Context: an optimization exercise on an open-source flow, tuned for small area, a short achievable clock period and few clock cycles. The choices shown serve that exercise and are no tape-out recipe.
At most, simulation tests tie the RTL to the original design; equivalence was not proved.
For run 2, only the layout was checked, not whether the RTL still works.
Power and IR drop assume default switching activity.

==> flow/design.v, too long to show whole: its modules and the start of the top module <==
// module milestone1: 784 lines
// module m1_fa: 4 lines
// module m1_ha: 4 lines
module milestone1 (
		input logic CLOCK_50_I,
		input logic resetn,
		output logic SRAM_we_n,
		output logic [17:0] SRAM_address,
		output logic [15:0] SRAM_write_data,
		input logic [15:0] SRAM_read_data,
		input logic M1_enable,
		output logic M1_finish
);
  // ...
==> flow/flow/run.sh <==
#!/bin/bash
# Standard layout, with repair_timing asked for extra setup margin so that the
# optimiser works on paths well inside the design's clock period.
# Each step's full output goes to a log file of its own in this folder.
set -euo pipefail
MARGIN=${MARGIN:-10}
bash standard.sh synth > synth.log 2>&1
bash standard.sh SETUP_SLACK_MARGIN=$MARGIN finish > layout.log 2>&1
==> flow/standard.sh <==
#!/bin/bash
# synth_recipe.tcl (not shown) runs the flow's synth.tcl, then flattens the netlist and writes it again
# the make line also repeats each setting of config.mk as NAME=value (left out here)
make -C /OpenROAD-flow-scripts/flow DESIGN_CONFIG=/design/flow/config.mk WORK_HOME=/design/flow/orfs CLKGATE_MAP_FILE= SYNTH_SCRIPT=/design/flow/synth_recipe.tcl "${@:-finish}"
==> flow/config.mk <==
export PLATFORM = sky130hd
export DESIGN_NAME = milestone1
export DESIGN_NICKNAME = milestone1
export VERILOG_FILES = /design/flow/design.v
export SDC_FILE = /design/flow/constraint.sdc
export NUM_CORES = 4
export LEC_CHECK = 0
export CAP_MARGIN = 20
export CORE_MARGIN = 2
export CORE_UTILIZATION = 40
export CTS_CLUSTER_DIAMETER = 100
export CTS_CLUSTER_SIZE = 25
export PLACE_DENSITY = 0.6
export SLEW_MARGIN = 20
export SYNTH_HIERARCHICAL = 1
export SYNTH_MINIMUM_KEEP_SIZE = 0
==> flow/constraint.sdc <==
create_clock -name core_clock -period 14.0 [get_ports {CLOCK_50_I}]
set_input_delay 2.8000 -clock core_clock [delete_from_list [all_inputs] [get_ports {CLOCK_50_I}]]
set_output_delay 2.8000 -clock core_clock [all_outputs]
set_load 0.01 [all_outputs]
==> flow_metrics.tcl, run 1 <==
set metrics [dict create \
    maxPowerGroup "registers" \
    buffer_area_share_pct 2.41 \
    max_stage_delay_ns 0.54 \
    rrSetupSlack_ns 10.23 \
    dominant-cell-class "multi-input gates" \
    clockBufferDepth 3 \
    end_kind "primary output" \
    hold_violations 0 \
    power_frac_comb_pct 0.6 \
    seqCellArea_um2 9370 \
    dp.cells 2731 \
    synth_top_area_share_pct 18.8 \
    seqPwrFrac_pct 63.6 \
    p_switching_uw 363 \
    synth_top_cell_by_area "edfxtp_1" \
    power.density_nw_per_um2 71.2 \
    hp-start "qu[3][2]" \
    p_int_uw 1430 \
    drc_errors 0 \
    multi_input_area_share_pct 51.3 \
    dp.final_hpwl_um 41000 \
    rsz0062_at_grt "true" \
    r2r_end "tgc" \
    syn_area_um2 23300 \
    powerSeq_uw 1140 \
    post-route-util_pct 43.8 \
    yosys_warnings 9 \
    nNonClkBuffers 67 \
    multiInputGateArea_um2 12900 \
    cp-start-kind "register" \
    synth_cells 1955 \
    grtUsageMet1_pct 22.8 \
    netlist_top_cells_count "fa_1 (219), ha_1 (215), inv_1 (208)" \
    outcome "complete, no violations" \
    power.share.clock_pct 35.8 \
    n_sequential_cell 380 \
    synth_compound_area_share_pct 8.87 \
    clock_area_share_pct 2.34 \
    dp_worst_setup_slack_ns 10.01 \
    yosysSeqAreaShare_pct 40.2 \
    synth_seq_cells 380 \
    final_cell_area_um2 25200 \
    synth_nets 2408 \
    tap_cells 765 \
    startpoint "SRAM_we_n" \
]
Testbench counts, summed over its fixed seeds: cycles 1,536,240.
==> module milestone1, before the edit <==
module milestone1 (
		input logic CLOCK_50_I,
		input logic resetn,
		output logic SRAM_we_n,
		output logic [17:0] SRAM_address,
		output logic [15:0] SRAM_write_data,
		input logic [15:0] SRAM_read_data,
		input logic M1_enable,
		output logic M1_finish
);
localparam logic [17:0] U_OFFSET = 18'd38400,
	  V_OFFSET = 18'd57600,
	  RGB_OFFSET = 18'd146944;
logic        run;
logic        p0, p1, p2, p3, p4;    
logic        wr_ok;                 
logic [7:0]  m;                     
logic [15:0] yaddr;                 
logic [17:0] waddr;
logic        par;                   
logic [14:0] uvw;                   
assign par = yaddr[0];
assign uvw = yaddr[15:1] + 15'd2;
logic [7:0]  qu [0:5];
logic [7:0]  qv [0:5];
logic [7:0]  ulb;
logic [15:0] vb;
logic [7:0]  ylo, ysel_r;
logic [8:0]  s1r, s2r, s3r;         
logic [8:0]  fha, fhb;              
logic        fhc;                   
logic [22:0] ytr;                   
logic [8:0]  pur, pvr;              
logic [7:0]  b0;
logic [10:0] tra, trb, tga, tgb, tba, tbb;    
logic        trc, tgc, tbc;         
logic [7:0] w0, w1, w2, w3, w4, w5;
assign w0 = p2 ? qv[0] : qu[0];
assign w1 = p2 ? qv[1] : qu[1];
assign w2 = p2 ? qv[2] : qu[2];
assign w3 = p2 ? qv[3] : qu[3];
assign w4 = p2 ? qv[4] : qu[4];
assign w5 = p2 ? qv[5] : qu[5];
logic m0, m1, m157, m158, m159;
assign m0 = (m == 8'd0);
assign m1 = (m == 8'd1);
assign m157 = (m == 8'd157);
assign m158 = (m == 8'd158);
assign m159 = (m == 8'd159);
logic [7:0] fa, fb, fc, fd, fe, ff;
always_comb begin
	fc = w2;
	fa = m0 ? w2 : m1 ? w1 : w0;
	fb = m0 ? w2 : w1;
	fd = m159 ? w2 : w3;
	fe = m159 ? w2 : m158 ? w3 : w4;
	ff = m159 ? w2 : m158 ? w3 : m157 ? w4 : w5;
end
wire fsum_w1 = ~s1r[7];
wire fsum_w2 = s1r[7];
wire fsum_w3, fsum_w4;
m1_ha fsum_w3_ha (.a(s1r[8]), .b(s1r[6]), .s(fsum_w3), .co(fsum_w4));
wire fsum_w5, fsum_w6;
m1_ha fsum_w5_ha (.a(s1r[5]), .b(s1r[3]), .s(fsum_w5), .co(fsum_w6));
wire fsum_w7 = ~(s1r[6] ^ s1r[4]);
wire fsum_w8 = s1r[6] | s1r[4];
wire fsum_w9, fsum_w10;
m1_fa fsum_w9_fa (.a(s1r[2]), .b(~s2r[4]), .c(s2r[2]), .s(fsum_w9), .co(fsum_w10));
wire fsum_w11, fsum_w12;
m1_fa fsum_w11_fa (.a(s1r[5]), .b(s1r[3]), .c(~s2r[5]), .s(fsum_w11), .co(fsum_w12));
wire fsum_w13, fsum_w14;
m1_fa fsum_w13_fa (.a(s2r[3]), .b(~s2r[1]), .c(~s3r[7]), .s(fsum_w13), .co(fsum_w14));
wire fsum_w15, fsum_w16;
m1_ha fsum_w15_ha (.a(s3r[2]), .b(s3r[0]), .s(fsum_w15), .co(fsum_w16));
wire fsum_w17, fsum_w18;
m1_fa fsum_w17_fa (.a(s1r[4]), .b(~s2r[6]), .c(s2r[4]), .s(fsum_w17), .co(fsum_w18));
wire fsum_w19, fsum_w20;
m1_fa fsum_w19_fa (.a(~s2r[2]), .b(~s3r[8]), .c(s3r[3]), .s(fsum_w19), .co(fsum_w20));
wire fsum_w21, fsum_w22;
m1_fa fsum_w21_fa (.a(s3r[1]), .b(fsum_w2), .c(fsum_w3), .s(fsum_w21), .co(fsum_w22));
wire fsum_w23 = ~(s1r[7] ^ s1r[5]);
wire fsum_w24 = s1r[7] | s1r[5];
wire fsum_w25, fsum_w26;
m1_fa fsum_w25_fa (.a(~s2r[7]), .b(s2r[5]), .c(~s2r[3]), .s(fsum_w25), .co(fsum_w26));
wire fsum_w27, fsum_w28;
m1_fa fsum_w27_fa (.a(s3r[4]), .b(s3r[2]), .c(fsum_w4), .s(fsum_w27), .co(fsum_w28));
wire fsum_w29 = ~(s1r[8] ^ s1r[6]);
wire fsum_w30 = s1r[8] | s1r[6];
wire fsum_w31, fsum_w32;
m1_fa fsum_w31_fa (.a(~s2r[8]), .b(s2r[6]), .c(~s2r[4]), .s(fsum_w31), .co(fsum_w32));
wire fsum_w33, fsum_w34;
m1_ha fsum_w33_ha (.a(s3r[5]), .b(s3r[3]), .s(fsum_w33), .co(fsum_w34));
wire fsum_w35, fsum_w36;
m1_fa fsum_w35_fa (.a(s1r[7]), .b(s2r[7]), .c(~s2r[5]), .s(fsum_w35), .co(fsum_w36));
wire fsum_w37 = ~s1r[8];
wire fsum_w38 = s1r[8];
wire fsum_w39 = ~s1r[2];
wire fsum_w40 = s1r[2];
wire fsum_w41, fsum_w42;
m1_ha fsum_w41_ha (.a(s1r[3]), .b(s1r[1]), .s(fsum_w41), .co(fsum_w42));
wire fsum_w43, fsum_w44;
m1_fa fsum_w43_fa (.a(s1r[4]), .b(s1r[2]), .c(s1r[0]), .s(fsum_w43), .co(fsum_w44));
wire fsum_w45, fsum_w46;
m1_ha fsum_w45_ha (.a(~s2r[2]), .b(s2r[0]), .s(fsum_w45), .co(fsum_w46));
wire fsum_w47, fsum_w48;
m1_fa fsum_w47_fa (.a(s1r[1]), .b(~s2r[3]), .c(s2r[1]), .s(fsum_w47), .co(fsum_w48));
wire fsum_w49, fsum_w50;
m1_fa fsum_w49_fa (.a(~s3r[5]), .b(s3r[0]), .c(fsum_w5), .s(fsum_w49), .co(fsum_w50));
wire fsum_w51, fsum_w52;
m1_fa fsum_w51_fa (.a(~s2r[0]), .b(~s3r[6]), .c(s3r[1]), .s(fsum_w51), .co(fsum_w52));
wire fsum_w53, fsum_w54;
m1_fa fsum_w53_fa (.a(fsum_w6), .b(fsum_w7), .c(fsum_w9), .s(fsum_w53), .co(fsum_w54));
wire fsum_w55, fsum_w56;
m1_fa fsum_w55_fa (.a(fsum_w1), .b(fsum_w15), .c(fsum_w8), .s(fsum_w55), .co(fsum_w56));
wire fsum_w57, fsum_w58;
m1_fa fsum_w57_fa (.a(fsum_w10), .b(fsum_w11), .c(fsum_w13), .s(fsum_w57), .co(fsum_w58));
wire fsum_w59, fsum_w60;
m1_fa fsum_w59_fa (.a(fsum_w16), .b(fsum_w12), .c(fsum_w14), .s(fsum_w59), .co(fsum_w60));
wire fsum_w61, fsum_w62;
m1_fa fsum_w61_fa (.a(fsum_w17), .b(fsum_w19), .c(fsum_w21), .s(fsum_w61), .co(fsum_w62));
wire fsum_w63, fsum_w64;
m1_fa fsum_w63_fa (.a(fsum_w18), .b(fsum_w20), .c(fsum_w23), .s(fsum_w63), .co(fsum_w64));
wire fsum_w65, fsum_w66;
m1_fa fsum_w65_fa (.a(fsum_w25), .b(fsum_w27), .c(fsum_w22), .s(fsum_w65), .co(fsum_w66));
wire fsum_w67, fsum_w68;
m1_fa fsum_w67_fa (.a(fsum_w33), .b(fsum_w24), .c(fsum_w26), .s(fsum_w67), .co(fsum_w68));
wire fsum_w69, fsum_w70;
m1_fa fsum_w69_fa (.a(fsum_w29), .b(fsum_w31), .c(fsum_w28), .s(fsum_w69), .co(fsum_w70));
wire fsum_w71, fsum_w72;
m1_fa fsum_w71_fa (.a(s3r[6]), .b(s3r[4]), .c(fsum_w34), .s(fsum_w71), .co(fsum_w72));
wire fsum_w73, fsum_w74;
m1_fa fsum_w73_fa (.a(fsum_w30), .b(fsum_w32), .c(fsum_w35), .s(fsum_w73), .co(fsum_w74));
wire fsum_w75, fsum_w76;
m1_fa fsum_w75_fa (.a(s2r[8]), .b(~s2r[6]), .c(s3r[7]), .s(fsum_w75), .co(fsum_w76));
wire fsum_w77, fsum_w78;
m1_fa fsum_w77_fa (.a(s3r[5]), .b(fsum_w37), .c(fsum_w36), .s(fsum_w77), .co(fsum_w78));
wire fsum_w79 = ~(~s2r[7] ^ s3r[8]);
wire fsum_w80 = ~s2r[7] | s3r[8];
wire fsum_w81, fsum_w82;
m1_ha fsum_w81_ha (.a(s3r[6]), .b(fsum_w38), .s(fsum_w81), .co(fsum_w82));
wire fsum_w83 = ~~s2r[8];
wire fsum_w84 = ~s2r[8];
wire fsum_w85, fsum_w86;
m1_ha fsum_w85_ha (.a(s1r[0]), .b(~s2r[0]), .s(fsum_w85), .co(fsum_w86));
wire fsum_w87, fsum_w88;
m1_fa fsum_w87_fa (.a(~s2r[1]), .b(~s3r[3]), .c(fsum_w40), .s(fsum_w87), .co(fsum_w88));
wire fsum_w89, fsum_w90;
m1_fa fsum_w89_fa (.a(~s3r[4]), .b(fsum_w42), .c(fsum_w45), .s(fsum_w89), .co(fsum_w90));
wire fsum_w91, fsum_w92;
m1_fa fsum_w91_fa (.a(fsum_w46), .b(fsum_w44), .c(fsum_w47), .s(fsum_w91), .co(fsum_w92));
wire fsum_w93, fsum_w94;
m1_fa fsum_w93_fa (.a(fsum_w48), .b(fsum_w51), .c(fsum_w50), .s(fsum_w93), .co(fsum_w94));
wire fsum_w95, fsum_w96;
m1_fa fsum_w95_fa (.a(fsum_w52), .b(fsum_w55), .c(fsum_w54), .s(fsum_w95), .co(fsum_w96));
wire fsum_w97, fsum_w98;
m1_fa fsum_w97_fa (.a(fsum_w56), .b(fsum_w59), .c(fsum_w58), .s(fsum_w97), .co(fsum_w98));
wire fsum_w99, fsum_w100;
m1_fa fsum_w99_fa (.a(fsum_w60), .b(fsum_w63), .c(fsum_w65), .s(fsum_w99), .co(fsum_w100));
wire fsum_w101, fsum_w102;
m1_fa fsum_w101_fa (.a(fsum_w67), .b(fsum_w64), .c(fsum_w69), .s(fsum_w101), .co(fsum_w102));
wire fsum_w103, fsum_w104;
m1_fa fsum_w103_fa (.a(fsum_w71), .b(fsum_w68), .c(fsum_w73), .s(fsum_w103), .co(fsum_w104));
wire fsum_w105, fsum_w106;
m1_fa fsum_w105_fa (.a(fsum_w75), .b(fsum_w72), .c(fsum_w77), .s(fsum_w105), .co(fsum_w106));
wire fsum_w107, fsum_w108;
m1_fa fsum_w107_fa (.a(fsum_w76), .b(fsum_w79), .c(fsum_w81), .s(fsum_w107), .co(fsum_w108));
wire fsum_w109, fsum_w110;
m1_fa fsum_w109_fa (.a(s3r[7]), .b(fsum_w83), .c(fsum_w80), .s(fsum_w109), .co(fsum_w110));
wire fsum_w111 = ~s3r[8];
wire fsum_w112 = s3r[8];
wire fsum_w113 = ~s1r[0];
wire fsum_w114 = s1r[0];
wire fsum_w115, fsum_w116;
m1_ha fsum_w115_ha (.a(s1r[1]), .b(~s3r[1]), .s(fsum_w115), .co(fsum_w116));
wire fsum_w117, fsum_w118;
m1_fa fsum_w117_fa (.a(~s3r[2]), .b(fsum_w39), .c(fsum_w85), .s(fsum_w117), .co(fsum_w118));
wire fsum_w119, fsum_w120;
m1_fa fsum_w119_fa (.a(fsum_w86), .b(fsum_w41), .c(fsum_w87), .s(fsum_w119), .co(fsum_w120));
wire fsum_w121, fsum_w122;
m1_fa fsum_w121_fa (.a(fsum_w43), .b(fsum_w88), .c(fsum_w89), .s(fsum_w121), .co(fsum_w122));
wire fsum_w123, fsum_w124;
m1_fa fsum_w123_fa (.a(fsum_w90), .b(fsum_w49), .c(fsum_w91), .s(fsum_w123), .co(fsum_w124));
wire fsum_w125, fsum_w126;
m1_fa fsum_w125_fa (.a(fsum_w92), .b(fsum_w53), .c(fsum_w93), .s(fsum_w125), .co(fsum_w126));
wire fsum_w127, fsum_w128;
m1_fa fsum_w127_fa (.a(fsum_w57), .b(fsum_w94), .c(fsum_w95), .s(fsum_w127), .co(fsum_w128));
wire fsum_w129, fsum_w130;
m1_fa fsum_w129_fa (.a(fsum_w61), .b(fsum_w96), .c(fsum_w97), .s(fsum_w129), .co(fsum_w130));
wire fsum_w131, fsum_w132;
m1_fa fsum_w131_fa (.a(fsum_w62), .b(fsum_w98), .c(fsum_w99), .s(fsum_w131), .co(fsum_w132));
wire fsum_w133, fsum_w134;
m1_fa fsum_w133_fa (.a(fsum_w66), .b(fsum_w101), .c(fsum_w100), .s(fsum_w133), .co(fsum_w134));
wire fsum_w135, fsum_w136;
m1_fa fsum_w135_fa (.a(fsum_w70), .b(fsum_w103), .c(fsum_w102), .s(fsum_w135), .co(fsum_w136));
wire fsum_w137, fsum_w138;
m1_fa fsum_w137_fa (.a(fsum_w74), .b(fsum_w105), .c(fsum_w104), .s(fsum_w137), .co(fsum_w138));
wire fsum_w139, fsum_w140;
m1_fa fsum_w139_fa (.a(fsum_w78), .b(fsum_w107), .c(fsum_w106), .s(fsum_w139), .co(fsum_w140));
wire fsum_w141, fsum_w142;
m1_fa fsum_w141_fa (.a(fsum_w82), .b(fsum_w109), .c(fsum_w108), .s(fsum_w141), .co(fsum_w142));
wire fsum_w143, fsum_w144;
m1_fa fsum_w143_fa (.a(fsum_w84), .b(fsum_w111), .c(fsum_w110), .s(fsum_w143), .co(fsum_w144));
wire fsum_w145 = ~fsum_w112;
wire fsum_w146 = fsum_w112;
wire [16:0] fsum_w147 = {fsum_w145, fsum_w143, fsum_w141, fsum_w139, fsum_w137, fsum_w135, fsum_w133, fsum_w131, fsum_w129, fsum_w127, fsum_w125, fsum_w123, fsum_w121, fsum_w119, fsum_w117, fsum_w115, ~s3r[0]};
wire [16:0] fsum_w148 = {fsum_w144, fsum_w142, fsum_w140, fsum_w138, fsum_w136, fsum_w134, fsum_w132, fsum_w130, fsum_w128, fsum_w126, fsum_w124, fsum_w122, fsum_w120, fsum_w118, fsum_w116, fsum_w114, fsum_w113};
wire [16:0] fsum_a = fsum_w147;
wire [16:0] fsum_b = fsum_w148;
logic [8:0] fsl;
assign fsl = {1'b0, fsum_a[7:0]} + {1'b0, fsum_b[7:0]};
logic [8:0] fout;                   
assign fout = fha + fhb + {8'd0, fhc};
wire yt_w1 = ~ysel_r[7];
wire yt_w2 = ysel_r[7];
wire yt_w3 = ~ysel_r[6];
wire yt_w4 = ysel_r[6];
wire yt_w5 = ~ysel_r[7];
wire yt_w6 = ysel_r[7];
wire yt_w7 = ~ysel_r[4];
wire yt_w8 = ysel_r[4];
wire yt_w9 = ~(ysel_r[5] ^ ysel_r[3]);
wire yt_w10 = ysel_r[5] | ysel_r[3];
wire yt_w11 = ~(ysel_r[6] ^ ysel_r[4]);
wire yt_w12 = ysel_r[6] | ysel_r[4];
wire yt_w13, yt_w14;
m1_fa yt_w13_fa (.a(ysel_r[5]), .b(ysel_r[3]), .c(ysel_r[0]), .s(yt_w13), .co(yt_w14));
wire yt_w15, yt_w16;
m1_fa yt_w15_fa (.a(ysel_r[4]), .b(ysel_r[1]), .c(yt_w2), .s(yt_w15), .co(yt_w16));
wire yt_w17, yt_w18;
m1_fa yt_w17_fa (.a(ysel_r[5]), .b(ysel_r[2]), .c(yt_w4), .s(yt_w17), .co(yt_w18));
wire yt_w19 = ~(ysel_r[6] ^ ysel_r[3]);
wire yt_w20 = ysel_r[6] | ysel_r[3];
wire yt_w21 = ~ysel_r[7];
wire yt_w22 = ysel_r[7];
wire yt_w23 = ~ysel_r[2];
wire yt_w24 = ysel_r[2];
wire yt_w25 = ~(ysel_r[3] ^ ysel_r[1]);
wire yt_w26 = ysel_r[3] | ysel_r[1];
wire yt_w27, yt_w28;
m1_fa yt_w27_fa (.a(ysel_r[2]), .b(ysel_r[0]), .c(yt_w7), .s(yt_w27), .co(yt_w28));
wire yt_w29, yt_w30;
m1_fa yt_w29_fa (.a(ysel_r[1]), .b(yt_w8), .c(yt_w9), .s(yt_w29), .co(yt_w30));
wire yt_w31, yt_w32;
m1_fa yt_w31_fa (.a(ysel_r[2]), .b(yt_w10), .c(yt_w11), .s(yt_w31), .co(yt_w32));
wire yt_w33, yt_w34;
m1_fa yt_w33_fa (.a(yt_w1), .b(yt_w12), .c(yt_w13), .s(yt_w33), .co(yt_w34));
wire yt_w35, yt_w36;
m1_fa yt_w35_fa (.a(yt_w3), .b(yt_w14), .c(yt_w15), .s(yt_w35), .co(yt_w36));
wire yt_w37, yt_w38;
m1_fa yt_w37_fa (.a(yt_w5), .b(yt_w16), .c(yt_w17), .s(yt_w37), .co(yt_w38));
wire yt_w39, yt_w40;
m1_fa yt_w39_fa (.a(yt_w6), .b(yt_w19), .c(yt_w18), .s(yt_w39), .co(yt_w40));
wire yt_w41, yt_w42;
m1_fa yt_w41_fa (.a(ysel_r[4]), .b(yt_w21), .c(yt_w20), .s(yt_w41), .co(yt_w42));
wire yt_w43 = ~(ysel_r[5] ^ yt_w22);
wire yt_w44 = ysel_r[5] | yt_w22;
wire yt_w45 = ~ysel_r[6];
wire yt_w46 = ysel_r[6];
wire yt_w47 = ~ysel_r[7];
wire yt_w48 = ysel_r[7];
wire [24:0] yt_w49 = {1'b1, yt_w47, yt_w45, yt_w43, yt_w41, yt_w39, yt_w37, yt_w35, yt_w33, yt_w31, yt_w29, yt_w27, yt_w25, ysel_r[0], 1'b1, ~ysel_r[7], ~ysel_r[6], ~ysel_r[5], ~ysel_r[4], ~ysel_r[3], ~ysel_r[2], ~ysel_r[1], 1'b1, 1'b0, 1'b0};
wire [24:0] yt_w50 = {yt_w48, yt_w46, yt_w44, yt_w42, yt_w40, yt_w38, yt_w36, yt_w34, yt_w32, yt_w30, yt_w28, yt_w26, yt_w24, yt_w23, ysel_r[1], ysel_r[0], 1'b0, 1'b0, 1'b0, 1'b0, 1'b0, 1'b0, ~ysel_r[0], 1'b0, 1'b0};
wire [24:0] yt = yt_w49 + yt_w50;
wire tr_w1 = ~ytr[4];
wire tr_w2 = ytr[4];
wire tr_w3, tr_w4;
m1_fa tr_w3_fa (.a(ytr[5]), .b(~pvr[7]), .c(pvr[5]), .s(tr_w3), .co(tr_w4));
wire tr_w5 = ~(ytr[6] ^ ~pvr[8]);
wire tr_w6 = ytr[6] | ~pvr[8];
wire tr_w7, tr_w8;
m1_ha tr_w7_ha (.a(pvr[6]), .b(pvr[4]), .s(tr_w7), .co(tr_w8));
wire tr_w9 = ~(ytr[7] ^ pvr[7]);
wire tr_w10 = ytr[7] | pvr[7];
wire tr_w11, tr_w12;
m1_ha tr_w11_ha (.a(pvr[5]), .b(pvr[2]), .s(tr_w11), .co(tr_w12));
wire tr_w13, tr_w14;
m1_fa tr_w13_fa (.a(ytr[8]), .b(pvr[8]), .c(pvr[6]), .s(tr_w13), .co(tr_w14));
wire tr_w15, tr_w16;
m1_ha tr_w15_ha (.a(ytr[9]), .b(pvr[7]), .s(tr_w15), .co(tr_w16));
wire tr_w17 = ~(ytr[10] ^ pvr[8]);
wire tr_w18 = ytr[10] | pvr[8];
wire tr_w19, tr_w20;
m1_ha tr_w19_ha (.a(ytr[11]), .b(pvr[6]), .s(tr_w19), .co(tr_w20));
wire tr_w21 = ~(ytr[12] ^ pvr[7]);
wire tr_w22 = ytr[12] | pvr[7];
wire tr_w23, tr_w24;
m1_fa tr_w23_fa (.a(ytr[13]), .b(pvr[8]), .c(~pvr[4]), .s(tr_w23), .co(tr_w24));
wire tr_w25 = ~(ytr[14] ^ ~pvr[5]);
wire tr_w26 = ytr[14] | ~pvr[5];
wire tr_w27, tr_w28;
m1_fa tr_w27_fa (.a(ytr[15]), .b(~pvr[6]), .c(pvr[4]), .s(tr_w27), .co(tr_w28));
wire tr_w29 = ~(ytr[16] ^ ~pvr[7]);
wire tr_w30 = ytr[16] | ~pvr[7];
wire tr_w31, tr_w32;
m1_ha tr_w31_ha (.a(pvr[5]), .b(~pvr[3]), .s(tr_w31), .co(tr_w32));
wire tr_w33, tr_w34;
m1_fa tr_w33_fa (.a(ytr[17]), .b(~pvr[8]), .c(pvr[6]), .s(tr_w33), .co(tr_w34));
wire tr_w35, tr_w36;
m1_ha tr_w35_ha (.a(~pvr[4]), .b(pvr[2]), .s(tr_w35), .co(tr_w36));
wire tr_w37, tr_w38;
m1_fa tr_w37_fa (.a(ytr[18]), .b(pvr[7]), .c(~pvr[5]), .s(tr_w37), .co(tr_w38));
wire tr_w39, tr_w40;
m1_ha tr_w39_ha (.a(ytr[19]), .b(pvr[8]), .s(tr_w39), .co(tr_w40));
wire tr_w41 = ~ytr[20];
wire tr_w42 = ytr[20];
wire tr_w43, tr_w44;
m1_ha tr_w43_ha (.a(ytr[2]), .b(~pvr[4]), .s(tr_w43), .co(tr_w44));
wire tr_w45, tr_w46;
m1_fa tr_w45_fa (.a(ytr[3]), .b(~pvr[5]), .c(pvr[3]), .s(tr_w45), .co(tr_w46));
wire tr_w47, tr_w48;
m1_fa tr_w47_fa (.a(~pvr[6]), .b(pvr[4]), .c(pvr[2]), .s(tr_w47), .co(tr_w48));
wire tr_w49, tr_w50;
m1_fa tr_w49_fa (.a(pvr[3]), .b(pvr[0]), .c(tr_w2), .s(tr_w49), .co(tr_w50));
wire tr_w51, tr_w52;
m1_fa tr_w51_fa (.a(pvr[1]), .b(tr_w7), .c(tr_w4), .s(tr_w51), .co(tr_w52));
wire tr_w53, tr_w54;
m1_fa tr_w53_fa (.a(tr_w8), .b(tr_w11), .c(tr_w6), .s(tr_w53), .co(tr_w54));
wire tr_w55, tr_w56;
m1_fa tr_w55_fa (.a(pvr[3]), .b(tr_w12), .c(tr_w10), .s(tr_w55), .co(tr_w56));
wire tr_w57, tr_w58;
m1_fa tr_w57_fa (.a(pvr[4]), .b(~pvr[0]), .c(tr_w15), .s(tr_w57), .co(tr_w58));
wire tr_w59, tr_w60;
m1_fa tr_w59_fa (.a(pvr[5]), .b(~pvr[1]), .c(tr_w16), .s(tr_w59), .co(tr_w60));
wire tr_w61, tr_w62;
m1_fa tr_w61_fa (.a(~pvr[2]), .b(pvr[0]), .c(tr_w19), .s(tr_w61), .co(tr_w62));
wire tr_w63, tr_w64;
m1_fa tr_w63_fa (.a(~pvr[3]), .b(pvr[1]), .c(tr_w20), .s(tr_w63), .co(tr_w64));
wire tr_w65, tr_w66;
m1_fa tr_w65_fa (.a(pvr[2]), .b(~pvr[0]), .c(tr_w22), .s(tr_w65), .co(tr_w66));
wire tr_w67, tr_w68;
m1_fa tr_w67_fa (.a(pvr[3]), .b(~pvr[1]), .c(tr_w24), .s(tr_w67), .co(tr_w68));
wire tr_w69, tr_w70;
m1_fa tr_w69_fa (.a(~pvr[2]), .b(pvr[0]), .c(tr_w26), .s(tr_w69), .co(tr_w70));
wire tr_w71, tr_w72;
m1_fa tr_w71_fa (.a(pvr[1]), .b(tr_w31), .c(tr_w28), .s(tr_w71), .co(tr_w72));
wire tr_w73, tr_w74;
m1_fa tr_w73_fa (.a(tr_w32), .b(tr_w35), .c(tr_w30), .s(tr_w73), .co(tr_w74));
wire tr_w75, tr_w76;
m1_fa tr_w75_fa (.a(pvr[3]), .b(tr_w36), .c(tr_w34), .s(tr_w75), .co(tr_w76));
wire tr_w77, tr_w78;
m1_fa tr_w77_fa (.a(~pvr[6]), .b(pvr[4]), .c(tr_w39), .s(tr_w77), .co(tr_w78));
wire tr_w79, tr_w80;
m1_fa tr_w79_fa (.a(~pvr[7]), .b(pvr[5]), .c(tr_w40), .s(tr_w79), .co(tr_w80));
wire tr_w81, tr_w82;
m1_fa tr_w81_fa (.a(ytr[21]), .b(~pvr[8]), .c(pvr[6]), .s(tr_w81), .co(tr_w82));
wire tr_w83 = ~ytr[22];
wire tr_w84 = ytr[22];
wire tr_w85, tr_w86;
m1_ha tr_w85_ha (.a(ytr[0]), .b(~pvr[2]), .s(tr_w85), .co(tr_w86));
wire tr_w87, tr_w88;
m1_fa tr_w87_fa (.a(ytr[1]), .b(~pvr[3]), .c(pvr[1]), .s(tr_w87), .co(tr_w88));
wire tr_w89, tr_w90;
m1_fa tr_w89_fa (.a(pvr[2]), .b(pvr[0]), .c(tr_w43), .s(tr_w89), .co(tr_w90));
wire tr_w91, tr_w92;
m1_fa tr_w91_fa (.a(pvr[1]), .b(tr_w44), .c(tr_w45), .s(tr_w91), .co(tr_w92));
wire tr_w93, tr_w94;
m1_fa tr_w93_fa (.a(tr_w1), .b(tr_w46), .c(tr_w47), .s(tr_w93), .co(tr_w94));
wire tr_w95, tr_w96;
m1_fa tr_w95_fa (.a(tr_w48), .b(tr_w3), .c(tr_w49), .s(tr_w95), .co(tr_w96));
wire tr_w97, tr_w98;
m1_fa tr_w97_fa (.a(tr_w5), .b(tr_w50), .c(tr_w51), .s(tr_w97), .co(tr_w98));
wire tr_w99, tr_w100;
m1_fa tr_w99_fa (.a(tr_w9), .b(tr_w52), .c(tr_w53), .s(tr_w99), .co(tr_w100));
wire tr_w101, tr_w102;
m1_fa tr_w101_fa (.a(tr_w13), .b(tr_w54), .c(tr_w55), .s(tr_w101), .co(tr_w102));
wire tr_w103, tr_w104;
m1_fa tr_w103_fa (.a(tr_w14), .b(tr_w57), .c(tr_w56), .s(tr_w103), .co(tr_w104));
wire tr_w105, tr_w106;
m1_fa tr_w105_fa (.a(tr_w17), .b(tr_w59), .c(tr_w58), .s(tr_w105), .co(tr_w106));
wire tr_w107, tr_w108;
m1_fa tr_w107_fa (.a(tr_w18), .b(tr_w60), .c(tr_w61), .s(tr_w107), .co(tr_w108));
wire tr_w109, tr_w110;
m1_fa tr_w109_fa (.a(tr_w21), .b(tr_w63), .c(tr_w62), .s(tr_w109), .co(tr_w110));
wire tr_w111, tr_w112;
m1_fa tr_w111_fa (.a(tr_w23), .b(tr_w64), .c(tr_w65), .s(tr_w111), .co(tr_w112));
wire tr_w113, tr_w114;
m1_fa tr_w113_fa (.a(tr_w25), .b(tr_w66), .c(tr_w67), .s(tr_w113), .co(tr_w114));
wire tr_w115, tr_w116;
m1_fa tr_w115_fa (.a(tr_w27), .b(tr_w68), .c(tr_w69), .s(tr_w115), .co(tr_w116));
wire tr_w117, tr_w118;
m1_fa tr_w117_fa (.a(tr_w29), .b(tr_w70), .c(tr_w71), .s(tr_w117), .co(tr_w118));
wire tr_w119, tr_w120;
m1_fa tr_w119_fa (.a(tr_w33), .b(tr_w72), .c(tr_w73), .s(tr_w119), .co(tr_w120));
wire tr_w121, tr_w122;
m1_fa tr_w121_fa (.a(tr_w37), .b(tr_w74), .c(tr_w75), .s(tr_w121), .co(tr_w122));
wire tr_w123, tr_w124;
m1_fa tr_w123_fa (.a(tr_w38), .b(tr_w77), .c(tr_w76), .s(tr_w123), .co(tr_w124));
wire tr_w125, tr_w126;
m1_fa tr_w125_fa (.a(tr_w41), .b(tr_w79), .c(tr_w78), .s(tr_w125), .co(tr_w126));
wire tr_w127, tr_w128;
m1_fa tr_w127_fa (.a(tr_w42), .b(tr_w81), .c(tr_w80), .s(tr_w127), .co(tr_w128));
wire tr_w129, tr_w130;
m1_fa tr_w129_fa (.a(pvr[7]), .b(tr_w83), .c(tr_w82), .s(tr_w129), .co(tr_w130));
wire tr_w131, tr_w132;
m1_ha tr_w131_ha (.a(pvr[8]), .b(tr_w84), .s(tr_w131), .co(tr_w132));
wire [26:0] tr_w133 = {1'b1, tr_w131, tr_w129, tr_w127, tr_w125, tr_w123, tr_w121, tr_w119, tr_w117, tr_w115, tr_w113, tr_w111, tr_w109, tr_w107, tr_w105, tr_w103, tr_w101, tr_w99, tr_w97, tr_w95, tr_w93, tr_w91, tr_w89, tr_w87, pvr[0], ~pvr[1], 1'b1};
wire [26:0] tr_w134 = {tr_w132, tr_w130, tr_w128, tr_w126, tr_w124, tr_w122, tr_w120, tr_w118, tr_w116, tr_w114, tr_w112, tr_w110, tr_w108, tr_w106, tr_w104, tr_w102, tr_w100, tr_w98, tr_w96, tr_w94, tr_w92, tr_w90, tr_w88, tr_w86, tr_w85, 1'b0, ~pvr[0]};
wire [26:0] tr_a = tr_w133;
wire [26:0] tr_b = tr_w134;
wire tg_w1 = ~ytr[11];
wire tg_w2 = ytr[11];
wire tg_w3 = ~ytr[13];
wire tg_w4 = ytr[13];
wire tg_w5, tg_w6;
m1_fa tg_w5_fa (.a(ytr[14]), .b(~pur[6]), .c(pur[3]), .s(tg_w5), .co(tg_w6));
wire tg_w7 = ~(ytr[15] ^ ~pur[7]);
wire tg_w8 = ytr[15] | ~pur[7];
wire tg_w9, tg_w10;
m1_ha tg_w9_ha (.a(pur[4]), .b(~pur[2]), .s(tg_w9), .co(tg_w10));
wire tg_w11, tg_w12;
m1_fa tg_w11_fa (.a(ytr[16]), .b(~pur[8]), .c(pur[5]), .s(tg_w11), .co(tg_w12));
wire tg_w13, tg_w14;
m1_ha tg_w13_ha (.a(~pur[3]), .b(~pvr[6]), .s(tg_w13), .co(tg_w14));
wire tg_w15 = ~(ytr[17] ^ pur[6]);
wire tg_w16 = ytr[17] | pur[6];
wire tg_w17, tg_w18;
m1_ha tg_w17_ha (.a(~pur[4]), .b(~pvr[7]), .s(tg_w17), .co(tg_w18));
wire tg_w19 = ~(ytr[18] ^ pur[7]);
wire tg_w20 = ytr[18] | pur[7];
wire tg_w21, tg_w22;
m1_ha tg_w21_ha (.a(~pur[5]), .b(~pvr[8]), .s(tg_w21), .co(tg_w22));
wire tg_w23 = ~(ytr[19] ^ pur[8]);
wire tg_w24 = ytr[19] | pur[8];
wire tg_w25, tg_w26;
m1_ha tg_w25_ha (.a(ytr[3]), .b(pur[2]), .s(tg_w25), .co(tg_w26));
wire tg_w27, tg_w28;
m1_fa tg_w27_fa (.a(ytr[4]), .b(pur[3]), .c(~pur[1]), .s(tg_w27), .co(tg_w28));
wire tg_w29 = ~(ytr[5] ^ pur[4]);
wire tg_w30 = ytr[5] | pur[4];
wire tg_w31, tg_w32;
m1_ha tg_w31_ha (.a(~pur[2]), .b(~pvr[7]), .s(tg_w31), .co(tg_w32));
wire tg_w33 = ~(ytr[6] ^ pur[5]);
wire tg_w34 = ytr[6] | pur[5];
wire tg_w35, tg_w36;
m1_fa tg_w35_fa (.a(~pur[3]), .b(~pvr[8]), .c(~pvr[3]), .s(tg_w35), .co(tg_w36));
wire tg_w37 = ~(ytr[7] ^ pur[6]);
wire tg_w38 = ytr[7] | pur[6];
wire tg_w39, tg_w40;
m1_ha tg_w39_ha (.a(~pur[4]), .b(~pvr[4]), .s(tg_w39), .co(tg_w40));
wire tg_w41, tg_w42;
m1_fa tg_w41_fa (.a(ytr[8]), .b(pur[7]), .c(~pur[5]), .s(tg_w41), .co(tg_w42));
wire tg_w43, tg_w44;
m1_ha tg_w43_ha (.a(~pur[0]), .b(~pvr[5]), .s(tg_w43), .co(tg_w44));
wire tg_w45 = ~(ytr[9] ^ pur[8]);
wire tg_w46 = ytr[9] | pur[8];
wire tg_w47, tg_w48;
m1_fa tg_w47_fa (.a(~pur[6]), .b(~pur[1]), .c(~pvr[6]), .s(tg_w47), .co(tg_w48));
wire tg_w49, tg_w50;
m1_fa tg_w49_fa (.a(ytr[10]), .b(~pur[7]), .c(~pur[2]), .s(tg_w49), .co(tg_w50));
wire tg_w51, tg_w52;
m1_ha tg_w51_ha (.a(~pvr[7]), .b(~pvr[0]), .s(tg_w51), .co(tg_w52));
wire tg_w53, tg_w54;
m1_fa tg_w53_fa (.a(~pur[8]), .b(~pur[3]), .c(pur[0]), .s(tg_w53), .co(tg_w54));
wire tg_w55, tg_w56;
m1_fa tg_w55_fa (.a(~pvr[8]), .b(~pvr[1]), .c(tg_w1), .s(tg_w55), .co(tg_w56));
wire tg_w57, tg_w58;
m1_fa tg_w57_fa (.a(ytr[12]), .b(~pur[4]), .c(pur[1]), .s(tg_w57), .co(tg_w58));
wire tg_w59, tg_w60;
m1_fa tg_w59_fa (.a(~pvr[2]), .b(pvr[0]), .c(tg_w2), .s(tg_w59), .co(tg_w60));
wire tg_w61, tg_w62;
m1_fa tg_w61_fa (.a(~pur[5]), .b(pur[2]), .c(~pur[0]), .s(tg_w61), .co(tg_w62));
wire tg_w63, tg_w64;
m1_fa tg_w63_fa (.a(~pvr[3]), .b(pvr[1]), .c(tg_w3), .s(tg_w63), .co(tg_w64));
wire tg_w65, tg_w66;
m1_fa tg_w65_fa (.a(~pur[1]), .b(~pvr[4]), .c(pvr[2]), .s(tg_w65), .co(tg_w66));
wire tg_w67, tg_w68;
m1_fa tg_w67_fa (.a(~pvr[0]), .b(tg_w4), .c(tg_w5), .s(tg_w67), .co(tg_w68));
wire tg_w69, tg_w70;
m1_fa tg_w69_fa (.a(~pvr[5]), .b(pvr[3]), .c(~pvr[1]), .s(tg_w69), .co(tg_w70));
wire tg_w71, tg_w72;
m1_fa tg_w71_fa (.a(tg_w9), .b(tg_w6), .c(tg_w7), .s(tg_w71), .co(tg_w72));
wire tg_w73, tg_w74;
m1_fa tg_w73_fa (.a(pvr[4]), .b(~pvr[2]), .c(tg_w10), .s(tg_w73), .co(tg_w74));
wire tg_w75, tg_w76;
m1_fa tg_w75_fa (.a(tg_w13), .b(tg_w8), .c(tg_w11), .s(tg_w75), .co(tg_w76));
wire tg_w77, tg_w78;
m1_fa tg_w77_fa (.a(pvr[5]), .b(~pvr[3]), .c(tg_w14), .s(tg_w77), .co(tg_w78));
wire tg_w79, tg_w80;
m1_fa tg_w79_fa (.a(tg_w17), .b(tg_w12), .c(tg_w15), .s(tg_w79), .co(tg_w80));
wire tg_w81, tg_w82;
m1_fa tg_w81_fa (.a(pvr[6]), .b(~pvr[4]), .c(tg_w18), .s(tg_w81), .co(tg_w82));
wire tg_w83, tg_w84;
m1_fa tg_w83_fa (.a(tg_w21), .b(tg_w16), .c(tg_w19), .s(tg_w83), .co(tg_w84));
wire tg_w85, tg_w86;
m1_fa tg_w85_fa (.a(~pur[6]), .b(pvr[7]), .c(~pvr[5]), .s(tg_w85), .co(tg_w86));
wire tg_w87, tg_w88;
m1_fa tg_w87_fa (.a(tg_w22), .b(tg_w20), .c(tg_w23), .s(tg_w87), .co(tg_w88));
wire tg_w89 = ~(ytr[20] ^ ~pur[7]);
wire tg_w90 = ytr[20] | ~pur[7];
wire tg_w91, tg_w92;
m1_fa tg_w91_fa (.a(pvr[8]), .b(~pvr[6]), .c(tg_w24), .s(tg_w91), .co(tg_w92));
wire tg_w93 = ~(ytr[21] ^ ~pur[8]);
wire tg_w94 = ytr[21] | ~pur[8];
wire tg_w95, tg_w96;
m1_ha tg_w95_ha (.a(~pur[0]), .b(~pvr[5]), .s(tg_w95), .co(tg_w96));
wire tg_w97, tg_w98;
m1_fa tg_w97_fa (.a(~pvr[6]), .b(~pvr[1]), .c(tg_w26), .s(tg_w97), .co(tg_w98));
wire tg_w99, tg_w100;
m1_fa tg_w99_fa (.a(~pvr[2]), .b(tg_w31), .c(tg_w28), .s(tg_w99), .co(tg_w100));
wire tg_w101, tg_w102;
m1_fa tg_w101_fa (.a(tg_w32), .b(tg_w30), .c(tg_w33), .s(tg_w101), .co(tg_w102));
wire tg_w103, tg_w104;
m1_fa tg_w103_fa (.a(tg_w39), .b(tg_w34), .c(tg_w36), .s(tg_w103), .co(tg_w104));
wire tg_w105, tg_w106;
m1_fa tg_w105_fa (.a(tg_w40), .b(tg_w43), .c(tg_w38), .s(tg_w105), .co(tg_w106));
wire tg_w107, tg_w108;
m1_fa tg_w107_fa (.a(tg_w44), .b(tg_w42), .c(tg_w45), .s(tg_w107), .co(tg_w108));
wire tg_w109, tg_w110;
m1_fa tg_w109_fa (.a(tg_w51), .b(tg_w46), .c(tg_w48), .s(tg_w109), .co(tg_w110));
wire tg_w111, tg_w112;
m1_fa tg_w111_fa (.a(tg_w52), .b(tg_w50), .c(tg_w53), .s(tg_w111), .co(tg_w112));
wire tg_w113, tg_w114;
m1_fa tg_w113_fa (.a(tg_w54), .b(tg_w57), .c(tg_w59), .s(tg_w113), .co(tg_w114));
wire tg_w115, tg_w116;
m1_fa tg_w115_fa (.a(tg_w58), .b(tg_w61), .c(tg_w60), .s(tg_w115), .co(tg_w116));
wire tg_w117, tg_w118;
m1_fa tg_w117_fa (.a(tg_w62), .b(tg_w65), .c(tg_w64), .s(tg_w117), .co(tg_w118));
wire tg_w119, tg_w120;
m1_fa tg_w119_fa (.a(tg_w66), .b(tg_w69), .c(tg_w68), .s(tg_w119), .co(tg_w120));
wire tg_w121, tg_w122;
m1_fa tg_w121_fa (.a(tg_w70), .b(tg_w73), .c(tg_w72), .s(tg_w121), .co(tg_w122));
wire tg_w123, tg_w124;
m1_fa tg_w123_fa (.a(tg_w74), .b(tg_w77), .c(tg_w76), .s(tg_w123), .co(tg_w124));
wire tg_w125, tg_w126;
m1_fa tg_w125_fa (.a(tg_w78), .b(tg_w81), .c(tg_w80), .s(tg_w125), .co(tg_w126));
wire tg_w127, tg_w128;
m1_fa tg_w127_fa (.a(tg_w85), .b(tg_w82), .c(tg_w84), .s(tg_w127), .co(tg_w128));
wire tg_w129, tg_w130;
m1_fa tg_w129_fa (.a(tg_w86), .b(tg_w89), .c(tg_w91), .s(tg_w129), .co(tg_w130));
wire tg_w131, tg_w132;
m1_fa tg_w131_fa (.a(~pvr[7]), .b(tg_w90), .c(tg_w93), .s(tg_w131), .co(tg_w132));
wire tg_w133 = ~(ytr[22] ^ ~pvr[8]);
wire tg_w134 = ytr[22] | ~pvr[8];
wire tg_w135, tg_w136;
m1_ha tg_w135_ha (.a(ytr[1]), .b(pur[0]), .s(tg_w135), .co(tg_w136));
wire tg_w137, tg_w138;
m1_fa tg_w137_fa (.a(ytr[2]), .b(pur[1]), .c(~pvr[4]), .s(tg_w137), .co(tg_w138));
wire tg_w139, tg_w140;
m1_fa tg_w139_fa (.a(~pvr[0]), .b(tg_w25), .c(tg_w95), .s(tg_w139), .co(tg_w140));
wire tg_w141, tg_w142;
m1_fa tg_w141_fa (.a(tg_w96), .b(tg_w27), .c(tg_w97), .s(tg_w141), .co(tg_w142));
wire tg_w143, tg_w144;
m1_fa tg_w143_fa (.a(tg_w29), .b(tg_w98), .c(tg_w99), .s(tg_w143), .co(tg_w144));
wire tg_w145, tg_w146;
m1_fa tg_w145_fa (.a(tg_w35), .b(tg_w100), .c(tg_w101), .s(tg_w145), .co(tg_w146));
wire tg_w147, tg_w148;
m1_fa tg_w147_fa (.a(tg_w37), .b(tg_w103), .c(tg_w102), .s(tg_w147), .co(tg_w148));
wire tg_w149, tg_w150;
m1_fa tg_w149_fa (.a(tg_w41), .b(tg_w104), .c(tg_w105), .s(tg_w149), .co(tg_w150));
wire tg_w151, tg_w152;
m1_fa tg_w151_fa (.a(tg_w47), .b(tg_w106), .c(tg_w107), .s(tg_w151), .co(tg_w152));
wire tg_w153, tg_w154;
m1_fa tg_w153_fa (.a(tg_w49), .b(tg_w109), .c(tg_w108), .s(tg_w153), .co(tg_w154));
wire tg_w155, tg_w156;
m1_fa tg_w155_fa (.a(tg_w55), .b(tg_w110), .c(tg_w111), .s(tg_w155), .co(tg_w156));
wire tg_w157, tg_w158;
m1_fa tg_w157_fa (.a(tg_w56), .b(tg_w112), .c(tg_w113), .s(tg_w157), .co(tg_w158));
wire tg_w159, tg_w160;
m1_fa tg_w159_fa (.a(tg_w63), .b(tg_w115), .c(tg_w114), .s(tg_w159), .co(tg_w160));
wire tg_w161, tg_w162;
m1_fa tg_w161_fa (.a(tg_w67), .b(tg_w116), .c(tg_w117), .s(tg_w161), .co(tg_w162));
wire tg_w163, tg_w164;
m1_fa tg_w163_fa (.a(tg_w71), .b(tg_w118), .c(tg_w119), .s(tg_w163), .co(tg_w164));
wire tg_w165, tg_w166;
m1_fa tg_w165_fa (.a(tg_w75), .b(tg_w120), .c(tg_w121), .s(tg_w165), .co(tg_w166));
wire tg_w167, tg_w168;
m1_fa tg_w167_fa (.a(tg_w79), .b(tg_w122), .c(tg_w123), .s(tg_w167), .co(tg_w168));
wire tg_w169, tg_w170;
m1_fa tg_w169_fa (.a(tg_w83), .b(tg_w124), .c(tg_w125), .s(tg_w169), .co(tg_w170));
wire tg_w171, tg_w172;
m1_fa tg_w171_fa (.a(tg_w87), .b(tg_w126), .c(tg_w127), .s(tg_w171), .co(tg_w172));
wire tg_w173, tg_w174;
m1_fa tg_w173_fa (.a(tg_w88), .b(tg_w128), .c(tg_w129), .s(tg_w173), .co(tg_w174));
wire tg_w175, tg_w176;
m1_fa tg_w175_fa (.a(tg_w92), .b(tg_w131), .c(tg_w130), .s(tg_w175), .co(tg_w176));
wire tg_w177, tg_w178;
m1_fa tg_w177_fa (.a(tg_w94), .b(tg_w133), .c(tg_w132), .s(tg_w177), .co(tg_w178));
wire [26:0] tg_w179 = {1'b1, tg_w134, tg_w177, tg_w175, tg_w173, tg_w171, tg_w169, tg_w167, tg_w165, tg_w163, tg_w161, tg_w159, tg_w157, tg_w155, tg_w153, tg_w151, tg_w149, tg_w147, tg_w145, tg_w143, tg_w141, tg_w139, tg_w137, ~pvr[3], ytr[0], ~pvr[1], 1'b1};
wire [26:0] tg_w180 = {1'b0, tg_w178, tg_w176, tg_w174, tg_w172, tg_w170, tg_w168, tg_w166, tg_w164, tg_w162, tg_w160, tg_w158, tg_w156, tg_w154, tg_w152, tg_w150, tg_w148, tg_w146, tg_w144, tg_w142, tg_w140, tg_w138, tg_w136, tg_w135, ~pvr[2], 1'b0, ~pvr[0]};
wire [26:0] tg_a = tg_w179;
wire [26:0] tg_b = tg_w180;
wire tb_w1 = ~ytr[4];
wire tb_w2 = ytr[4];
wire tb_w3, tb_w4;
m1_fa tb_w3_fa (.a(ytr[5]), .b(~pur[7]), .c(~pur[5]), .s(tb_w3), .co(tb_w4));
wire tb_w5 = ~(ytr[6] ^ ~pur[8]);
wire tb_w6 = ytr[6] | ~pur[8];
wire tb_w7, tb_w8;
m1_ha tb_w7_ha (.a(~pur[6]), .b(pur[3]), .s(tb_w7), .co(tb_w8));
wire tb_w9 = ~(ytr[7] ^ ~pur[7]);
wire tb_w10 = ytr[7] | ~pur[7];
wire tb_w11, tb_w12;
m1_ha tb_w11_ha (.a(pur[4]), .b(pur[2]), .s(tb_w11), .co(tb_w12));
wire tb_w13, tb_w14;
m1_fa tb_w13_fa (.a(ytr[8]), .b(~pur[8]), .c(pur[5]), .s(tb_w13), .co(tb_w14));
wire tb_w15, tb_w16;
m1_ha tb_w15_ha (.a(pur[3]), .b(pur[0]), .s(tb_w15), .co(tb_w16));
wire tb_w17 = ~(ytr[9] ^ pur[6]);
wire tb_w18 = ytr[9] | pur[6];
wire tb_w19, tb_w20;
m1_ha tb_w19_ha (.a(pur[4]), .b(pur[1]), .s(tb_w19), .co(tb_w20));
wire tb_w21 = ~(ytr[10] ^ pur[7]);
wire tb_w22 = ytr[10] | pur[7];
wire tb_w23, tb_w24;
m1_ha tb_w23_ha (.a(pur[5]), .b(pur[2]), .s(tb_w23), .co(tb_w24));
wire tb_w25 = ~(ytr[11] ^ pur[8]);
wire tb_w26 = ytr[11] | pur[8];
wire tb_w27, tb_w28;
m1_ha tb_w27_ha (.a(pur[6]), .b(pur[3]), .s(tb_w27), .co(tb_w28));
wire tb_w29, tb_w30;
m1_ha tb_w29_ha (.a(ytr[12]), .b(pur[7]), .s(tb_w29), .co(tb_w30));
wire tb_w31 = ~ytr[13];
wire tb_w32 = ytr[13];
wire tb_w33 = ~ytr[0];
wire tb_w34 = ytr[0];
wire tb_w35, tb_w36;
m1_ha tb_w35_ha (.a(ytr[1]), .b(~pur[3]), .s(tb_w35), .co(tb_w36));
wire tb_w37, tb_w38;
m1_ha tb_w37_ha (.a(ytr[2]), .b(~pur[4]), .s(tb_w37), .co(tb_w38));
wire tb_w39, tb_w40;
m1_fa tb_w39_fa (.a(ytr[3]), .b(~pur[5]), .c(~pur[3]), .s(tb_w39), .co(tb_w40));
wire tb_w41, tb_w42;
m1_fa tb_w41_fa (.a(~pur[6]), .b(~pur[4]), .c(pur[1]), .s(tb_w41), .co(tb_w42));
wire tb_w43, tb_w44;
m1_fa tb_w43_fa (.a(pur[2]), .b(pur[0]), .c(tb_w2), .s(tb_w43), .co(tb_w44));
wire tb_w45, tb_w46;
m1_fa tb_w45_fa (.a(pur[1]), .b(tb_w7), .c(tb_w4), .s(tb_w45), .co(tb_w46));
wire tb_w47, tb_w48;
m1_fa tb_w47_fa (.a(tb_w8), .b(tb_w11), .c(tb_w6), .s(tb_w47), .co(tb_w48));
wire tb_w49, tb_w50;
m1_fa tb_w49_fa (.a(tb_w12), .b(tb_w15), .c(tb_w10), .s(tb_w49), .co(tb_w50));
wire tb_w51, tb_w52;
m1_fa tb_w51_fa (.a(tb_w16), .b(tb_w19), .c(tb_w14), .s(tb_w51), .co(tb_w52));
wire tb_w53, tb_w54;
m1_fa tb_w53_fa (.a(tb_w20), .b(tb_w23), .c(tb_w18), .s(tb_w53), .co(tb_w54));
wire tb_w55, tb_w56;
m1_fa tb_w55_fa (.a(tb_w24), .b(tb_w27), .c(tb_w22), .s(tb_w55), .co(tb_w56));
wire tb_w57, tb_w58;
m1_fa tb_w57_fa (.a(pur[4]), .b(tb_w28), .c(tb_w29), .s(tb_w57), .co(tb_w58));
wire tb_w59, tb_w60;
m1_fa tb_w59_fa (.a(pur[8]), .b(pur[5]), .c(tb_w30), .s(tb_w59), .co(tb_w60));
wire tb_w61, tb_w62;
m1_ha tb_w61_ha (.a(ytr[14]), .b(pur[6]), .s(tb_w61), .co(tb_w62));
wire tb_w63, tb_w64;
m1_ha tb_w63_ha (.a(ytr[15]), .b(pur[7]), .s(tb_w63), .co(tb_w64));
wire tb_w65, tb_w66;
m1_ha tb_w65_ha (.a(ytr[16]), .b(pur[8]), .s(tb_w65), .co(tb_w66));
wire tb_w67 = ~ytr[17];
wire tb_w68 = ytr[17];
wire tb_w69, tb_w70;
m1_ha tb_w69_ha (.a(~pur[2]), .b(~pur[0]), .s(tb_w69), .co(tb_w70));
wire tb_w71, tb_w72;
m1_fa tb_w71_fa (.a(~pur[1]), .b(tb_w34), .c(tb_w35), .s(tb_w71), .co(tb_w72));
wire tb_w73, tb_w74;
m1_fa tb_w73_fa (.a(~pur[2]), .b(tb_w36), .c(tb_w37), .s(tb_w73), .co(tb_w74));
wire tb_w75, tb_w76;
m1_fa tb_w75_fa (.a(pur[0]), .b(tb_w38), .c(tb_w39), .s(tb_w75), .co(tb_w76));
wire tb_w77, tb_w78;
m1_fa tb_w77_fa (.a(tb_w1), .b(tb_w40), .c(tb_w41), .s(tb_w77), .co(tb_w78));
wire tb_w79, tb_w80;
m1_fa tb_w79_fa (.a(tb_w42), .b(tb_w3), .c(tb_w43), .s(tb_w79), .co(tb_w80));
wire tb_w81, tb_w82;
m1_fa tb_w81_fa (.a(tb_w5), .b(tb_w44), .c(tb_w45), .s(tb_w81), .co(tb_w82));
wire tb_w83, tb_w84;
m1_fa tb_w83_fa (.a(tb_w9), .b(tb_w46), .c(tb_w47), .s(tb_w83), .co(tb_w84));
wire tb_w85, tb_w86;
m1_fa tb_w85_fa (.a(tb_w13), .b(tb_w48), .c(tb_w49), .s(tb_w85), .co(tb_w86));
wire tb_w87, tb_w88;
m1_fa tb_w87_fa (.a(tb_w17), .b(tb_w50), .c(tb_w51), .s(tb_w87), .co(tb_w88));
wire tb_w89, tb_w90;
m1_fa tb_w89_fa (.a(tb_w21), .b(tb_w52), .c(tb_w53), .s(tb_w89), .co(tb_w90));
wire tb_w91, tb_w92;
m1_fa tb_w91_fa (.a(tb_w25), .b(tb_w54), .c(tb_w55), .s(tb_w91), .co(tb_w92));
wire tb_w93, tb_w94;
m1_fa tb_w93_fa (.a(tb_w26), .b(tb_w57), .c(tb_w56), .s(tb_w93), .co(tb_w94));
wire tb_w95, tb_w96;
m1_fa tb_w95_fa (.a(tb_w31), .b(tb_w59), .c(tb_w58), .s(tb_w95), .co(tb_w96));
wire tb_w97, tb_w98;
m1_fa tb_w97_fa (.a(tb_w32), .b(tb_w61), .c(tb_w60), .s(tb_w97), .co(tb_w98));
wire tb_w99, tb_w100;
m1_fa tb_w99_fa (.a(pur[0]), .b(tb_w62), .c(tb_w63), .s(tb_w99), .co(tb_w100));
wire tb_w101, tb_w102;
m1_fa tb_w101_fa (.a(pur[1]), .b(tb_w64), .c(tb_w65), .s(tb_w101), .co(tb_w102));
wire tb_w103, tb_w104;
m1_fa tb_w103_fa (.a(pur[2]), .b(tb_w66), .c(tb_w67), .s(tb_w103), .co(tb_w104));
wire tb_w105, tb_w106;
m1_fa tb_w105_fa (.a(ytr[18]), .b(pur[3]), .c(tb_w68), .s(tb_w105), .co(tb_w106));
wire tb_w107 = ~(ytr[19] ^ pur[4]);
wire tb_w108 = ytr[19] | pur[4];
wire tb_w109 = ~(ytr[20] ^ pur[5]);
wire tb_w110 = ytr[20] | pur[5];
wire tb_w111 = ~(ytr[21] ^ pur[6]);
wire tb_w112 = ytr[21] | pur[6];
wire tb_w113 = ~(ytr[22] ^ pur[7]);
wire tb_w114 = ytr[22] | pur[7];
wire [26:0] tb_w115 = {1'b1, pur[8], tb_w113, tb_w111, tb_w109, tb_w107, tb_w105, tb_w103, tb_w101, tb_w99, tb_w97, tb_w95, tb_w93, tb_w91, tb_w89, tb_w87, tb_w85, tb_w83, tb_w81, tb_w79, tb_w77, tb_w75, tb_w73, tb_w71, tb_w33, ~pur[1], 1'b1};
wire [26:0] tb_w116 = {1'b0, tb_w114, tb_w112, tb_w110, tb_w108, tb_w106, tb_w104, tb_w102, tb_w100, tb_w98, tb_w96, tb_w94, tb_w92, tb_w90, tb_w88, tb_w86, tb_w84, tb_w82, tb_w80, tb_w78, tb_w76, tb_w74, tb_w72, tb_w70, tb_w69, 1'b0, ~pur[0]};
wire [26:0] tb_a = tb_w115;
wire [26:0] tb_b = tb_w116;
logic [16:0] trl, tgl, tbl;
assign trl = {1'b0, tr_a[15:0]} + {1'b0, tr_b[15:0]};
assign tgl = {1'b0, tg_a[15:0]} + {1'b0, tg_b[15:0]};
assign tbl = {1'b0, tb_a[15:0]} + {1'b0, tb_b[15:0]};
logic [10:0] trr, tgr, tbr;
assign trr = tra + trb + {10'd0, trc};
assign tgr = tga + tgb + {10'd0, tgc};
assign tbr = tba + tbb + {10'd0, tbc};
function automatic logic [7:0] clip(input logic [10:0] t);
	clip = t[10] ? 8'd0 : (|t[9:8]) ? 8'd255 : t[7:0];
endfunction
logic [7:0] cr, cg, cb;
assign cr = clip(trr);
assign cg = clip(tgr);
assign cb = clip(tbr);
always_ff @(posedge CLOCK_50_I) begin
	if (p1) begin
		qu[0] <= qu[1]; qu[1] <= qu[2]; qu[2] <= qu[3]; qu[3] <= qu[4]; qu[4] <= qu[5];
		qv[0] <= qv[1]; qv[1] <= qv[2]; qv[2] <= qv[3]; qv[3] <= qv[4]; qv[4] <= qv[5];
		if (!par) begin
			qu[5] <= SRAM_read_data[15:8];
			ulb <= SRAM_read_data[7:0];
			qv[5] <= vb[15:8];
		end else begin
			qu[5] <= ulb;
			qv[5] <= vb[7:0];
			vb <= SRAM_read_data;
		end
	end
	if (p2) ylo <= SRAM_read_data[7:0];
	ysel_r <= p2 ? SRAM_read_data[15:8] : ylo;
	s1r <= {1'b0, fa} + {1'b0, ff};
	s2r <= {1'b0, fb} + {1'b0, fe};
	s3r <= {1'b0, fc} + {1'b0, fd};
	fha <= fsum_a[16:8];
	fhb <= fsum_b[16:8];
	fhc <= fsl[8];
	ytr <= yt[24:2];
	if (p3) pur <= {qu[2][7], ~qu[2][7], qu[2][6:0]};
	else if (p0) pur <= fout;
	if (p3) pvr <= {qv[2][7], ~qv[2][7], qv[2][6:0]};
	else if (p4) pvr <= fout;
	tra <= tr_a[26:16]; trb <= tr_b[26:16]; trc <= trl[16];
	tga <= tg_a[26:16]; tgb <= tg_b[26:16]; tgc <= tgl[16];
	tba <= tb_a[26:16]; tbb <= tb_b[26:16]; tbc <= tbl[16];
	b0 <= cb;
	SRAM_write_data <= p0 ? {cr, cg} : p1 ? {b0, cr} : {cg, cb};
end
always_ff @(posedge CLOCK_50_I or negedge resetn) begin
	if (!resetn) begin
		run <= 1'b0;
		M1_finish <= 1'b0;
		SRAM_we_n <= 1'b1;
		p0 <= 1'b1; p1 <= 1'b0; p2 <= 1'b0; p3 <= 1'b0; p4 <= 1'b0;
		wr_ok <= 1'b0;
		m <= 8'd154;
		yaddr <= 16'hFFFC;
		waddr <= RGB_OFFSET;
	end else if (run) begin
		{p0, p1, p2, p3, p4} <= {p4, p0, p1, p2, p3};
		if (p1) m <= m159 ? 8'd0 : m + 8'd1;
		if (p4) begin
			if (yaddr == 16'd1) wr_ok <= 1'b1;
			yaddr <= yaddr + 16'd1;
		end
		SRAM_we_n <= 1'b1;
		if ((p0 | p1 | p2) && wr_ok) begin
			SRAM_we_n <= 1'b0;
			waddr <= waddr + 18'd1;
			if (p2 && waddr == 18'h3FFFF) begin
				M1_finish <= 1'b1;
				run <= 1'b0;
			end
		end
	end else begin
		SRAM_we_n <= 1'b1;
		if (M1_enable && !M1_finish) run <= 1'b1;
	end
end
always_ff @(posedge CLOCK_50_I) begin
	if (p4) SRAM_address <= {2'b00, yaddr};
	else if (p3) SRAM_address <= (par ? U_OFFSET : V_OFFSET) + {3'd0, uvw};
	else SRAM_address <= waddr;
end
endmodule
==> run 2, diff against run 1 <==
--- a/flow/design.v
+++ b/flow/design.v
@@ -14,6 +14,8 @@
 	  V_OFFSET = 18'd57600,
 	  RGB_OFFSET = 18'd146944;
 logic        run;
+logic        we;                    
+assign SRAM_we_n = ~we;
 logic        p0, p1, p2, p3, p4;    
 logic        wr_ok;                 
 logic [7:0]  m;                     
@@ -751,7 +753,7 @@
 	if (!resetn) begin
 		run <= 1'b0;
 		M1_finish <= 1'b0;
-		SRAM_we_n <= 1'b1;
+		we <= 1'b0;
 		p0 <= 1'b1; p1 <= 1'b0; p2 <= 1'b0; p3 <= 1'b0; p4 <= 1'b0;
 		wr_ok <= 1'b0;
 		m <= 8'd154;
@@ -764,9 +766,9 @@
 			if (yaddr == 16'd1) wr_ok <= 1'b1;
 			yaddr <= yaddr + 16'd1;
 		end
-		SRAM_we_n <= 1'b1;
+		we <= 1'b0;
 		if ((p0 | p1 | p2) && wr_ok) begin
-			SRAM_we_n <= 1'b0;
+			we <= 1'b1;
 			waddr <= waddr + 18'd1;
 			if (p2 && waddr == 18'h3FFFF) begin
 				M1_finish <= 1'b1;
@@ -774,7 +776,7 @@
 			end
 		end
 	end else begin
-		SRAM_we_n <= 1'b1;
+		we <= 1'b0;
 		if (M1_enable && !M1_finish) run <= 1'b1;
 	end
 end
==> flow_metrics.tcl, run 2 <==
set metrics [dict create \
    cts.clk_slew.worst_paths_ns 0.10 \
    cts_tree "yes" \
    fin_tns_setup_ns 0 \
    gp_congestion 0.905 \
    power.share.clock_pct 37.2 \
    rsz0062_at_grt "false" \
    synth_seq_cells 380 \
    startpoint "SRAM_address[5]" \
    hp-class "register to register" \
    dp_worst_setup_slack_ns 10.05 \
    rr_startpoint "pur[1]" \
    seqCellArea_um2 9360 \
    drtAntennaViolNets 0 \
    path_depth 1 \
    cp-start-kind "register" \
    max_stage_delay_ns 0.33 \
    worstPathArrival_ns 1.14 \
    outcome "complete, no violations" \
    syn_area_um2 23200 \
    fillers 5370 \
    p_int_uw 1440 \
    wl_per_cell_um 18.6 \
    seqPwrFrac_pct 62.3 \
    ys_top_cells_by_area "edfxtp_1 (19%), fa_1 (19%), dfxtp_1 (16%)" \
    yosys.cell_types.count 68 \
    power_frac_comb_pct 0.6 \
    synth_cells 1947 \
    avgSynthCellArea_um2 11.9 \
    synth_edf_count 146 \
    clockBufferDepth 3 \
    yosysSeqAreaShare_pct 40.4 \
    design.die.area_um2 59900 \
    numCtsBuffers 21 \
    power.density_nw_per_um2 72.8 \
    crit_buf_inv 1 \
    crit_slowest_cell "dfxtp_1" \
    p_switching_uw 391 \
    antenna_found_initial 0 \
    grt_max_degree 64 \
    hold_violations 0 \
    drc_errors 0 \
    synth_most_common_cell "fa_1" \
    io_buffers 54 \
    final_common_cell "fa_1" \
    drt-total-wl_um 51400 \
    io_pins 55 \
    synth_top_cell_by_area "edfxtp_1" \
    synth_nets 2400 \
    dieWidth_um 245 \
    cts_root_buffer "clkbuf_16" \
    yosys_warnings 9 \
    multiInputGateArea_um2 12900 \
    dp.final_hpwl_um 40000 \
    cts.htree.levels 1 \
    hp-start "qv[3][1]" \
    synth_top_area_share_pct 18.9 \
    switching_share_pct 21.3 \
    worstPathCellList "dlygate4sd2_1" \
    syn_to_final_growth_pct 8.72 \
    grt_pass1_vias 15100 \
    crit_fanout 1 \
    die_y_um 245 \
    setup_slack_ns 10.06 \
    post-route-util_pct 43.8 \
    ys_async_sr_fraction_pct 13.4 \
    netlist_top_cells_count "fa_1 (219), ha_1 (215), inv_1 (210)" \
    hold_depth 0 \
    cts_sinks 380 \
    reg_top3 "qu (48), qv (48), ytr (23)" \
    end_kind "primary output" \
    vias 14200 \
]
## run 2: changes by cell type in the layout (fill, tap and decap cells not counted), sizes merged, moves of 5 or more
| cell | delta |
|---|---|
| o21ai | -16 |
| inv | +6 |
| xnor2 | -5 |
| nand2 | -8 |
| a21oi | +6 |
| o31ai | +12 |
| o21a | +7 |
| buf | -5 |
| o221ai | +5 |
| nand3 | -5 |
| a22oi | +9 |
| nor2 | +15 |
| a21o | -6 |
## run 2: metal layers
| metal | vias to the layer above | routed length [µm] | global-route usage [%] |
|---|---|---|---|
| met5 | - | 0 | 0 |
| met4 | 0 | 908 | 3.08 |
| met3 | 43 | 1860 | 1.97 |
| met2 | 247 | 24800 | 30.0 |
| met1 | 7174 | 23800 | 25.0 |
| li1 | 6779 | - | - |
## run 2: power groups by stage
stage / Combinational (µW) / Clock, µW / Sequential [µW]
after floorplan: 1.03 / 0 / 1170
after global placement: 10.2 / 0 / 1170
after detailed placement: 10.5 / 0 / 1170
after CTS: 10.5 / 710 / 1140
after global routing: 11.4 / 745 / 1140
final: 10.2 / 681 / 1140
## run 2: cell families (layout without fill, tap and decap cells)
logic type	count (synthesis)	count (layout)	synth area share, %
flip-flops	380	380	40.4
buffers and inverters	254	310	4.14
multiplexers	82	82	4.59
AND/OR/NAND/NOR	364	364	7.35
adder cells (fa/ha/maj)	434	434	30.5
XOR/XNOR	102	102	3.86
AO/OA/AOI/OAI	331	331	9.15
## run 2: worst paths after layout
path,endpoint,slack (ns)
worst max-delay path,SRAM_address[5],10.06
worst min-delay path,qv[2][1],0.46
worst max register to register,tgc,10.22
worst min register to register,qv[2][1],0.46
max in group asynchronous,p1,11.15
min in group asynchronous,waddr[8],2.34
## run 2: timing repair
action	CTS	global route
buffers inserted	1	0
resized for setup	40	16
endpoints found under the setup margin	37	12
## run 2: stage by stage
step	hold WS [ns]	instance area, µm²	std cells	power [µW]
2_1_floorplan	0.421	23200	1947	1170
3_3_place_gp	0.430	24600	2730	1180
3_5_place_dp	0.436	24600	2730	1180
4_1_cts	0.458	25200	2768	1860
5_1_grt	0.473	25200	2768	1900
6_report	0.457	25200	2768	1830
## run 2: area by class of cell
cell class	instances	area share, %
clock buffer	30	2.22
timing repair buffer	63	2.27
clock inverter	7	0.358
tap	765	3.80
sequential	380	37.2
inverter	210	3.13
multi-input combinational	1313	51.0
## run 2: modules after synthesis (local to each module, per instance)
module,times used,flops+latches,cells inside
milestone1,1,380,1697
m1_ha,43,0,1
m1_fa,207,0,1

==> separate check: timing with driven ports <==
In the flow no input, the clock included, has a driving cell. The finished layouts below were timed again as built, in two steps. Step 1, drivers: a clkbuf_16 drives CLOCK_50_I and a buf_2 each remaining input, both assumed. Step 2, shift: input delay + t, output delay - t, t = (earliest + latest rising clock arrival at the registers) / 2. This alone moves slack from input paths to output paths. a / b / c = no drivers / after step 1 / after step 2; a / b = the first two.
run | t (ns) | slack for setup (ns) | slew at the worst register clock pin (ns) | worst slew at a driven data input, ns
run 1 | 0.602 | 10.014 / 9.954 / 10.207 | 0.11 / 0.11 | 0.03
run 2 | 0.607 | 10.057 / 10.001 / 10.212 | 0.11 / 0.11 | 0.04
After both steps every run listed still meets setup and hold.
